What follows belongs to an exercise in optimizing a design on an open flow for small area, a short achievable clock period and few clock cycles per item; a production flow would make more cautious choices. Only simulation tests tie the RTL to the original design; equivalence was not proved.

==> inputs of try-zinc <==
## neuron_top
module neuron_top (
    input  logic         clk,
    input  logic         rst_n,
    input  logic [511:0] in_vec,
    input  logic [255:0] weights_vec,
    input  logic [31:0]  bias,
    output logic [31:0]  out,
    output logic         done
);
clock: 12.0 ns
lec_check: 0
cap_margin: 20
core_margin: 2
core_utilization: 50
setup_slack_margin: 5
slew_margin: 20
synth_hierarchical: 1
standard.sh (not shown) runs the stock make flow with config.mk's settings and CLKGATE_MAP_FILE= SYNTH_SCRIPT=/design/flow/synth_recipe.tcl, a recipe that flattens the netlist after the stock synthesis.
==> flow/flow/run.sh <==
#!/bin/bash
# Own layout flow: the standard flow (standard.sh, unchanged synthesis and
# steps), except that the port buffers are plain buffers
# (sky130_fd_sc_hd__buf_2) rather than the delay buffers that buffer_ports
# picks by itself.  Each step's full output goes to a log file here.
set -euo pipefail
export BUFFER_PORTS_ARGS="-buffer_cell sky130_fd_sc_hd__buf_2"
bash standard.sh synth > flow_synth.log 2>&1
bash standard.sh finish > flow_finish.log 2>&1
==> inputs of try-garnet, as changes to try-zinc <==
Settings changed: SETUP_SLACK_MARGIN 5 to default.
==> results.txt <==
- Non-clock buffer count is the same in try-garnet and try-zinc.
- In utilization, try-zinc and try-garnet hardly differ.
- In count of clock-buffer cells in the layout, try-zinc and try-garnet do not differ.
- In final cell count, try-garnet and try-zinc hardly differ.
- Die area is the same in try-garnet and try-zinc.
- Of try-zinc and try-garnet, try-zinc has the higher wire length (gap 0.29%, measured against try-garnet).
- Sequential cell count is the same in try-zinc and try-garnet.
- Global-route usage is the same in try-garnet and try-zinc.
- In try-zinc the maximum frequency is larger than in try-garnet, by 1.6%.
==> figures <==
| metric | try-zinc | try-garnet |
|---|---|---|
| Run status | finished clean | finished clean |
| Min cycle time layout | 6.92 ns | 7.03 ns |
| Layout-to-synthesis area ratio | 1.148x | 1.148x |
| Critical Path Source Type | primary input | register |
| Critical Path Max Stage Delay | 0.58 ns | 1.19 ns |
| Post-detailed-route wirelength per cell | 34.7 µm | 34.5 µm |
| Slew of the pin with the lowest slew margin | 0.953 ns | 0.949 ns |
| Slowest stage cell on the critical path | sky130_fd_sc_hd__fa_1 | sky130_fd_sc_hd__dfstp_4 |
| Number of instances resized during post-cts repair | 1 | 0 |
| Data arrival, critical path | 7.26 ns | 7.39 ns |
| Non-filler instance count after layout | 4612 | 4615 |
| Crit path setup slack, layout | 5.08 ns | 4.97 ns |
| Reg2Reg Setup Slack | 5.31 ns | 4.97 ns |
| Post-route cell area | 38000 µm² | 38000 µm² |
| Number of stages on the worst setup path | 13 | 12 |
Testbench counts of try-zinc, summed over its fixed seeds: cycles 7,680, items 960.
Testbench counts of try-garnet, summed over its fixed seeds: cycles 7,680, items 960.


==> wip/harbor: inputs <==
neuron_top, a different RTL version from the one above (not shown whole).
export LEC_CHECK = 0
export CAP_MARGIN = 20
export CORE_MARGIN = 2
export CORE_UTILIZATION = 50
export SLEW_MARGIN = 20
export SYNTH_HIERARCHICAL = 1
create_clock -name core_clock -period 12.0 [get_ports {clk}]
==> flow/flow/run.sh <==
#!/bin/bash
set -euo pipefail
export BUFFER_PORTS_ARGS="-buffer_cell sky130_fd_sc_hd__buf_1"
export SETUP_SLACK_MARGIN=5.0
bash standard.sh synth > flow_synth.log 2>&1
bash standard.sh finish > flow_finish.log 2>&1
==> inputs of wip/maple, as changes to wip/harbor <==
--- a/flow/design.v
+++ b/flow/design.v
@@ -33,36 +33,18 @@
   input  logic [NR*AW-1:0] rows,
   input  logic [1:0] low,
   output logic [31:0] out
 );
   logic [AW-1:0] t, g, p;
   logic negative, big;
-  logic [AW-1:0] s2, c2;
-  logic [AW-1:0] ra, rb, rc, rd, sa, ca, cb;
-  assign ra = rows[AW-1:0];
-  assign rb = rows[2*AW-1:AW];
-  assign rc = rows[3*AW-1:2*AW];
-  assign rd = rows[4*AW-1:3*AW];
-  assign sa = ra ^ rb ^ rc;
-  assign ca = {((ra[AW-2:0] & rb[AW-2:0]) | (ra[AW-2:0] & rc[AW-2:0]) | (rb[AW-2:0] & rc[AW-2:0])), 1'b0};
-  assign s2 = sa ^ ca ^ rd;
-  assign cb = (sa & ca) | (sa & rd) | (ca & rd);
-  assign c2 = {cb[AW-2:0], 1'b0};
-  assign t = s2 + c2;
-  logic [M:0] cm;        
-  logic [29:0] cl;
-  assign cm = {1'b0, s2[M-1:0]} + {1'b0, c2[M-1:0]};
-  assign cl = {1'b0, s2[28:0]} + {1'b0, c2[28:0]};
-  logic [M-1:29] hx, ho;
-  logic e, zero;
-  assign hx = s2[M-1:29] ^ c2[M-1:29];
-  assign ho = s2[M-1:29] | c2[M-1:29];
-  assign e = &(hx[M-1:30] ~^ ho[M-2:29]);
-  assign zero = e & ~(hx[29] ^ cl[29]);
-  assign negative = ~(s2[M] ^ c2[M] ^ cm[M]);
-  assign big = ~negative & ~zero;
+  always_comb begin
+    t = '0;
+    for (int r = 0; r < NR; r++) t = t + rows[r*AW +: AW];
+  end
+  assign negative = ~t[M];
+  assign big = t[M] & (|t[M-1:29]);
   always_comb begin
     if (negative) out = 32'd0;
     else if (big) out = 32'h7fffffff;
     else out = {1'b0, t[28:0], low};
   end
 endmodule
@@ -324,45 +306,45 @@
         win_nxt_13_1 = {weights_vec[223], weights_vec[222], weights_vec[221]};
         win_nxt_14_0 = {weights_vec[237], weights_vec[236], win_r_14_1[2]};
         win_nxt_14_1 = {weights_vec[239], weights_vec[238], weights_vec[237]};
         win_nxt_15_0 = {weights_vec[253], weights_vec[252], win_r_15_1[2]};
         win_nxt_15_1 = {weights_vec[255], weights_vec[254], weights_vec[253]};
       end
-      default: begin   
-        win_nxt_0_0 = {weights_vec[5], weights_vec[4], weights_vec[3]};
-        win_nxt_0_1 = {weights_vec[7], weights_vec[6], weights_vec[5]};
-        win_nxt_1_0 = {weights_vec[21], weights_vec[20], weights_vec[19]};
-        win_nxt_1_1 = {weights_vec[23], weights_vec[22], weights_vec[21]};
-        win_nxt_2_0 = {weights_vec[37], weights_vec[36], weights_vec[35]};
-        win_nxt_2_1 = {weights_vec[39], weights_vec[38], weights_vec[37]};
-        win_nxt_3_0 = {weights_vec[53], weights_vec[52], weights_vec[51]};
-        win_nxt_3_1 = {weights_vec[55], weights_vec[54], weights_vec[53]};
-        win_nxt_4_0 = {weights_vec[69], weights_vec[68], weights_vec[67]};
-        win_nxt_4_1 = {weights_vec[71], weights_vec[70], weights_vec[69]};
-        win_nxt_5_0 = {weights_vec[85], weights_vec[84], weights_vec[83]};
-        win_nxt_5_1 = {weights_vec[87], weights_vec[86], weights_vec[85]};
-        win_nxt_6_0 = {weights_vec[101], weights_vec[100], weights_vec[99]};
-        win_nxt_6_1 = {weights_vec[103], weights_vec[102], weights_vec[101]};
-        win_nxt_7_0 = {weights_vec[117], weights_vec[116], weights_vec[115]};
-        win_nxt_7_1 = {weights_vec[119], weights_vec[118], weights_vec[117]};
-        win_nxt_8_0 = {weights_vec[133], weights_vec[132], weights_vec[131]};
-        win_nxt_8_1 = {weights_vec[135], weights_vec[134], weights_vec[133]};
-        win_nxt_9_0 = {weights_vec[149], weights_vec[148], weights_vec[147]};
-        win_nxt_9_1 = {weights_vec[151], weights_vec[150], weights_vec[149]};
-        win_nxt_10_0 = {weights_vec[165], weights_vec[164], weights_vec[163]};
-        win_nxt_10_1 = {weights_vec[167], weights_vec[166], weights_vec[165]};
-        win_nxt_11_0 = {weights_vec[181], weights_vec[180], weights_vec[179]};
-        win_nxt_11_1 = {weights_vec[183], weights_vec[182], weights_vec[181]};
-        win_nxt_12_0 = {weights_vec[197], weights_vec[196], weights_vec[195]};
-        win_nxt_12_1 = {weights_vec[199], weights_vec[198], weights_vec[197]};
-        win_nxt_13_0 = {weights_vec[213], weights_vec[212], weights_vec[211]};
-        win_nxt_13_1 = {weights_vec[215], weights_vec[214], weights_vec[213]};
-        win_nxt_14_0 = {weights_vec[229], weights_vec[228], weights_vec[227]};
-        win_nxt_14_1 = {weights_vec[231], weights_vec[230], weights_vec[229]};
-        win_nxt_15_0 = {weights_vec[245], weights_vec[244], weights_vec[243]};
-        win_nxt_15_1 = {weights_vec[247], weights_vec[246], weights_vec[245]};
+      default: begin
+        win_nxt_0_0 = 3'b000;
+        win_nxt_0_1 = 3'b000;
+        win_nxt_1_0 = 3'b000;
+        win_nxt_1_1 = 3'b000;
+        win_nxt_2_0 = 3'b000;
+        win_nxt_2_1 = 3'b000;
+        win_nxt_3_0 = 3'b000;
+        win_nxt_3_1 = 3'b000;
+        win_nxt_4_0 = 3'b000;
+        win_nxt_4_1 = 3'b000;
+        win_nxt_5_0 = 3'b000;
+        win_nxt_5_1 = 3'b000;
+        win_nxt_6_0 = 3'b000;
+        win_nxt_6_1 = 3'b000;
+        win_nxt_7_0 = 3'b000;
+        win_nxt_7_1 = 3'b000;
+        win_nxt_8_0 = 3'b000;
+        win_nxt_8_1 = 3'b000;
+        win_nxt_9_0 = 3'b000;
+        win_nxt_9_1 = 3'b000;
+        win_nxt_10_0 = 3'b000;
+        win_nxt_10_1 = 3'b000;
+        win_nxt_11_0 = 3'b000;
+        win_nxt_11_1 = 3'b000;
+        win_nxt_12_0 = 3'b000;
+        win_nxt_12_1 = 3'b000;
+        win_nxt_13_0 = 3'b000;
+        win_nxt_13_1 = 3'b000;
+        win_nxt_14_0 = 3'b000;
+        win_nxt_14_1 = 3'b000;
+        win_nxt_15_0 = 3'b000;
+        win_nxt_15_1 = 3'b000;
       end
     endcase
   end
   always_ff @(posedge clk) begin
     win_r_0_0 <= win_nxt_0_0;
     win_r_0_1 <= win_nxt_0_1;
==> flow/flow/run.sh (replaced) <==
#!/bin/bash
# Own layout flow: the standard flow (standard.sh, unchanged synthesis and
# steps), except that the port buffers are plain buffers
# (sky130_fd_sc_hd__buf_2) rather than the delay buffers that buffer_ports
# picks by itself.  Each step's full output goes to a log file here.
set -euo pipefail
export BUFFER_PORTS_ARGS="-buffer_cell sky130_fd_sc_hd__buf_2"
bash standard.sh synth > flow_synth.log 2>&1
bash standard.sh finish > flow_finish.log 2>&1
SETUP_SLACK_MARGIN = 5   (was not set)
==> inputs of wip/nickel, as changes to wip/harbor <==
--- a/flow/design.v
+++ b/flow/design.v
@@ -324,45 +324,45 @@
         win_nxt_13_1 = {weights_vec[223], weights_vec[222], weights_vec[221]};
         win_nxt_14_0 = {weights_vec[237], weights_vec[236], win_r_14_1[2]};
         win_nxt_14_1 = {weights_vec[239], weights_vec[238], weights_vec[237]};
         win_nxt_15_0 = {weights_vec[253], weights_vec[252], win_r_15_1[2]};
         win_nxt_15_1 = {weights_vec[255], weights_vec[254], weights_vec[253]};
       end
-      default: begin   
-        win_nxt_0_0 = {weights_vec[5], weights_vec[4], weights_vec[3]};
-        win_nxt_0_1 = {weights_vec[7], weights_vec[6], weights_vec[5]};
-        win_nxt_1_0 = {weights_vec[21], weights_vec[20], weights_vec[19]};
-        win_nxt_1_1 = {weights_vec[23], weights_vec[22], weights_vec[21]};
-        win_nxt_2_0 = {weights_vec[37], weights_vec[36], weights_vec[35]};
-        win_nxt_2_1 = {weights_vec[39], weights_vec[38], weights_vec[37]};
-        win_nxt_3_0 = {weights_vec[53], weights_vec[52], weights_vec[51]};
-        win_nxt_3_1 = {weights_vec[55], weights_vec[54], weights_vec[53]};
-        win_nxt_4_0 = {weights_vec[69], weights_vec[68], weights_vec[67]};
-        win_nxt_4_1 = {weights_vec[71], weights_vec[70], weights_vec[69]};
-        win_nxt_5_0 = {weights_vec[85], weights_vec[84], weights_vec[83]};
-        win_nxt_5_1 = {weights_vec[87], weights_vec[86], weights_vec[85]};
-        win_nxt_6_0 = {weights_vec[101], weights_vec[100], weights_vec[99]};
-        win_nxt_6_1 = {weights_vec[103], weights_vec[102], weights_vec[101]};
-        win_nxt_7_0 = {weights_vec[117], weights_vec[116], weights_vec[115]};
-        win_nxt_7_1 = {weights_vec[119], weights_vec[118], weights_vec[117]};
-        win_nxt_8_0 = {weights_vec[133], weights_vec[132], weights_vec[131]};
-        win_nxt_8_1 = {weights_vec[135], weights_vec[134], weights_vec[133]};
-        win_nxt_9_0 = {weights_vec[149], weights_vec[148], weights_vec[147]};
-        win_nxt_9_1 = {weights_vec[151], weights_vec[150], weights_vec[149]};
-        win_nxt_10_0 = {weights_vec[165], weights_vec[164], weights_vec[163]};
-        win_nxt_10_1 = {weights_vec[167], weights_vec[166], weights_vec[165]};
-        win_nxt_11_0 = {weights_vec[181], weights_vec[180], weights_vec[179]};
-        win_nxt_11_1 = {weights_vec[183], weights_vec[182], weights_vec[181]};
-        win_nxt_12_0 = {weights_vec[197], weights_vec[196], weights_vec[195]};
-        win_nxt_12_1 = {weights_vec[199], weights_vec[198], weights_vec[197]};
-        win_nxt_13_0 = {weights_vec[213], weights_vec[212], weights_vec[211]};
-        win_nxt_13_1 = {weights_vec[215], weights_vec[214], weights_vec[213]};
-        win_nxt_14_0 = {weights_vec[229], weights_vec[228], weights_vec[227]};
-        win_nxt_14_1 = {weights_vec[231], weights_vec[230], weights_vec[229]};
-        win_nxt_15_0 = {weights_vec[245], weights_vec[244], weights_vec[243]};
-        win_nxt_15_1 = {weights_vec[247], weights_vec[246], weights_vec[245]};
+      default: begin
+        win_nxt_0_0 = 3'b000;
+        win_nxt_0_1 = 3'b000;
+        win_nxt_1_0 = 3'b000;
+        win_nxt_1_1 = 3'b000;
+        win_nxt_2_0 = 3'b000;
+        win_nxt_2_1 = 3'b000;
+        win_nxt_3_0 = 3'b000;
+        win_nxt_3_1 = 3'b000;
+        win_nxt_4_0 = 3'b000;
+        win_nxt_4_1 = 3'b000;
+        win_nxt_5_0 = 3'b000;
+        win_nxt_5_1 = 3'b000;
+        win_nxt_6_0 = 3'b000;
+        win_nxt_6_1 = 3'b000;
+        win_nxt_7_0 = 3'b000;
+        win_nxt_7_1 = 3'b000;
+        win_nxt_8_0 = 3'b000;
+        win_nxt_8_1 = 3'b000;
+        win_nxt_9_0 = 3'b000;
+        win_nxt_9_1 = 3'b000;
+        win_nxt_10_0 = 3'b000;
+        win_nxt_10_1 = 3'b000;
+        win_nxt_11_0 = 3'b000;
+        win_nxt_11_1 = 3'b000;
+        win_nxt_12_0 = 3'b000;
+        win_nxt_12_1 = 3'b000;
+        win_nxt_13_0 = 3'b000;
+        win_nxt_13_1 = 3'b000;
+        win_nxt_14_0 = 3'b000;
+        win_nxt_14_1 = 3'b000;
+        win_nxt_15_0 = 3'b000;
+        win_nxt_15_1 = 3'b000;
       end
     endcase
   end
   always_ff @(posedge clk) begin
     win_r_0_0 <= win_nxt_0_0;
     win_r_0_1 <= win_nxt_0_1;
==> flow/flow/run.sh (replaced) <==
#!/bin/bash
set -euo pipefail
export BUFFER_PORTS_ARGS="-buffer_cell sky130_fd_sc_hd__buf_2"
export SETUP_SLACK_MARGIN=5.6
bash standard.sh synth > flow_synth.log 2>&1
bash standard.sh finish > flow_finish.log 2>&1
==> inputs of wip/yarrow, as changes to wip/harbor <==
CORE_UTILIZATION = 60   (was 50)
==> results.py <==
metrics = {
    "timing": {
        "timing.clock.skew_ns": 0.03341,
    },
    "yosys": {
        "synthMuxAreaShare": 0.04143,
    },
    "cells_and_area": {
        "layout_common_cells": "1,276 x fa_1, 1,083 x xnor2_1, 1,024 x a22oi_1",
        "inverters_excl_clock": 340,
        "multi_input_gates": 4822,
        "buf_share": 0.05725,
    },
    "detailed_routing": {
        "wl_met1_um": 116800,
    },
    "min_path": {
        "hold_start": "u_neuron.ph[0]",
    },
    "critical_path": {
        "crit_end": "u_neuron.a1_q[20]",
    },
    "grt": {
        "grt_first_pass_wirelength_um": 431700,
        "grt_max_degree": 101,
    },
    "run_status": {
        "outcome": "complete, no violations",
    },
}
The numbers above come from wip/harbor.

==> results.py <==
metrics = {
    "cells_and_area": {
        "buf_share": 0.05791,
        "layout_common_cells": "1,275 x fa_1, 1,084 x xnor2_1, 1,023 x a22oi_1",
        "multi_input_gates": 4822,
        "inverters_excl_clock": 340,
    },
    "min_path": {
        "hold_start": "u_neuron.win_r_5_1[2]",
    },
    "detailed_routing": {
        "wl_met1_um": 100600,
    },
    "yosys": {
        "synthMuxAreaShare": 0.04143,
    },
    "grt": {
        "grt_max_degree": 107,
    },
    "critical_path": {
        "crit_end": "out[6]",
    },
    "run_status": {
        "outcome": "complete, no violations",
    },
}
The numbers above come from wip/yarrow.

==> results.py <==
metrics = {
    "detailed_routing": {
        "routedWlPerCell_um": 40.05,
        "wl_met1_um": 111300,
    },
    "yosys": {
        "synthMuxAreaShare": 0.04227,
    },
    "min_path": {
        "hold_start": "u_neuron.ph[0]",
    },
    "cells_and_area": {
        "multi_input_gates": 4730,
        "layout_common_cells": "1,081 x xnor2_1, 978 x fa_1, 830 x buf_2",
        "buf_share": 0.07480,
    },
    "run_status": {
        "outcome": "complete, no violations",
    },
    "grt": {
        "grt_max_degree": 88,
        "grt_first_pass_wirelength_um": 434000,
    },
    "critical_path": {
        "crit_end": "out[0]",
    },
}
The numbers above come from wip/nickel.

==> results.py <==
metrics = {
    "run_status": {
        "outcome": "complete, no violations",
    },
    "min_path": {
        "hold_start": "u_neuron.win_r_7_1[2]",
        "hold_class": "register to register",
    },
    "detailed_routing": {
        "dr.first_iter.drc_count": 8280,
        "wl_met1_um": 115900,
    },
    "cells_and_area": {
        "instances_no_fill": 8112,
        "buf_share": 0.07484,
        "inverters_excl_clock": 360,
        "layout_common_cells": "1,273 x fa_1, 1,077 x xnor2_1, 992 x a22oi_1",
        "multi_input_gates": 4795,
    },
    "floorplan": {
        "rows": 129,
    },
    "timing": {
        "timing.clock.skew_ns": 0.04512,
    },
    "yosys": {
        "synth_top_area_share": 0.4113,
        "synthMuxAreaShare": 0.04209,
    },
    "grt": {
        "grt_first_pass_wirelength_um": 439200,
    },
    "critical_path": {
        "crit_end": "out[16]",
    },
}
The numbers above come from wip/maple.

Testbench counts of wip/harbor, summed over its fixed seeds: cycles 3,840, items 960.
Testbench counts of wip/maple, summed over its fixed seeds: cycles 3,840, items 960.
Testbench counts of wip/nickel, summed over its fixed seeds: cycles 3,840, items 960.
Testbench counts of wip/yarrow, summed over its fixed seeds: cycles 3,840, items 960.

-- separate check: timing with driven ports --
Ports are ideal in the flow. The routed layouts listed here were re-timed in OpenROAD.
Step 1, drivers: a clkbuf_16 drives clk and a buf_2 each remaining input, both assumed.
Step 2 times the ports against the registers' clock, not the clock port: input delays grow and output delays shrink by t, the midpoint of the rising clock arrivals with the driver on.
Slacks: ideal ports / drivers / drivers and shift; pairs: ideal ports / drivers.
run	t (ns)	setup WS [ns]	latest minus earliest clock arrival (ns)	worst register clock-pin slew, ns
try-zinc	0.529	5.081 / 5.040 / 4.511	0.022 / 0.022	0.08 / 0.08
try-garnet	0.531	4.967 / 4.967 / 4.528	0.014 / 0.014	0.08 / 0.08
wip/harbor	0.697	4.951 / 4.951 / 4.500	0.044 / 0.045	0.07 / 0.07
wip/maple	0.666	4.481 / 4.414 / 4.405	0.048 / 0.048	0.08 / 0.08
wip/nickel	0.715	4.957 / 4.876 / 4.814	0.038 / 0.038	0.08 / 0.08
wip/yarrow	0.740	4.763 / 4.678 / 4.375	0.052 / 0.052	0.07 / 0.07
After both steps setup and hold are still met in every run listed. For try-zinc, which loses most, drivers alone change the setup slack by -0.041 ns; drivers and shift together by -0.570 ns.
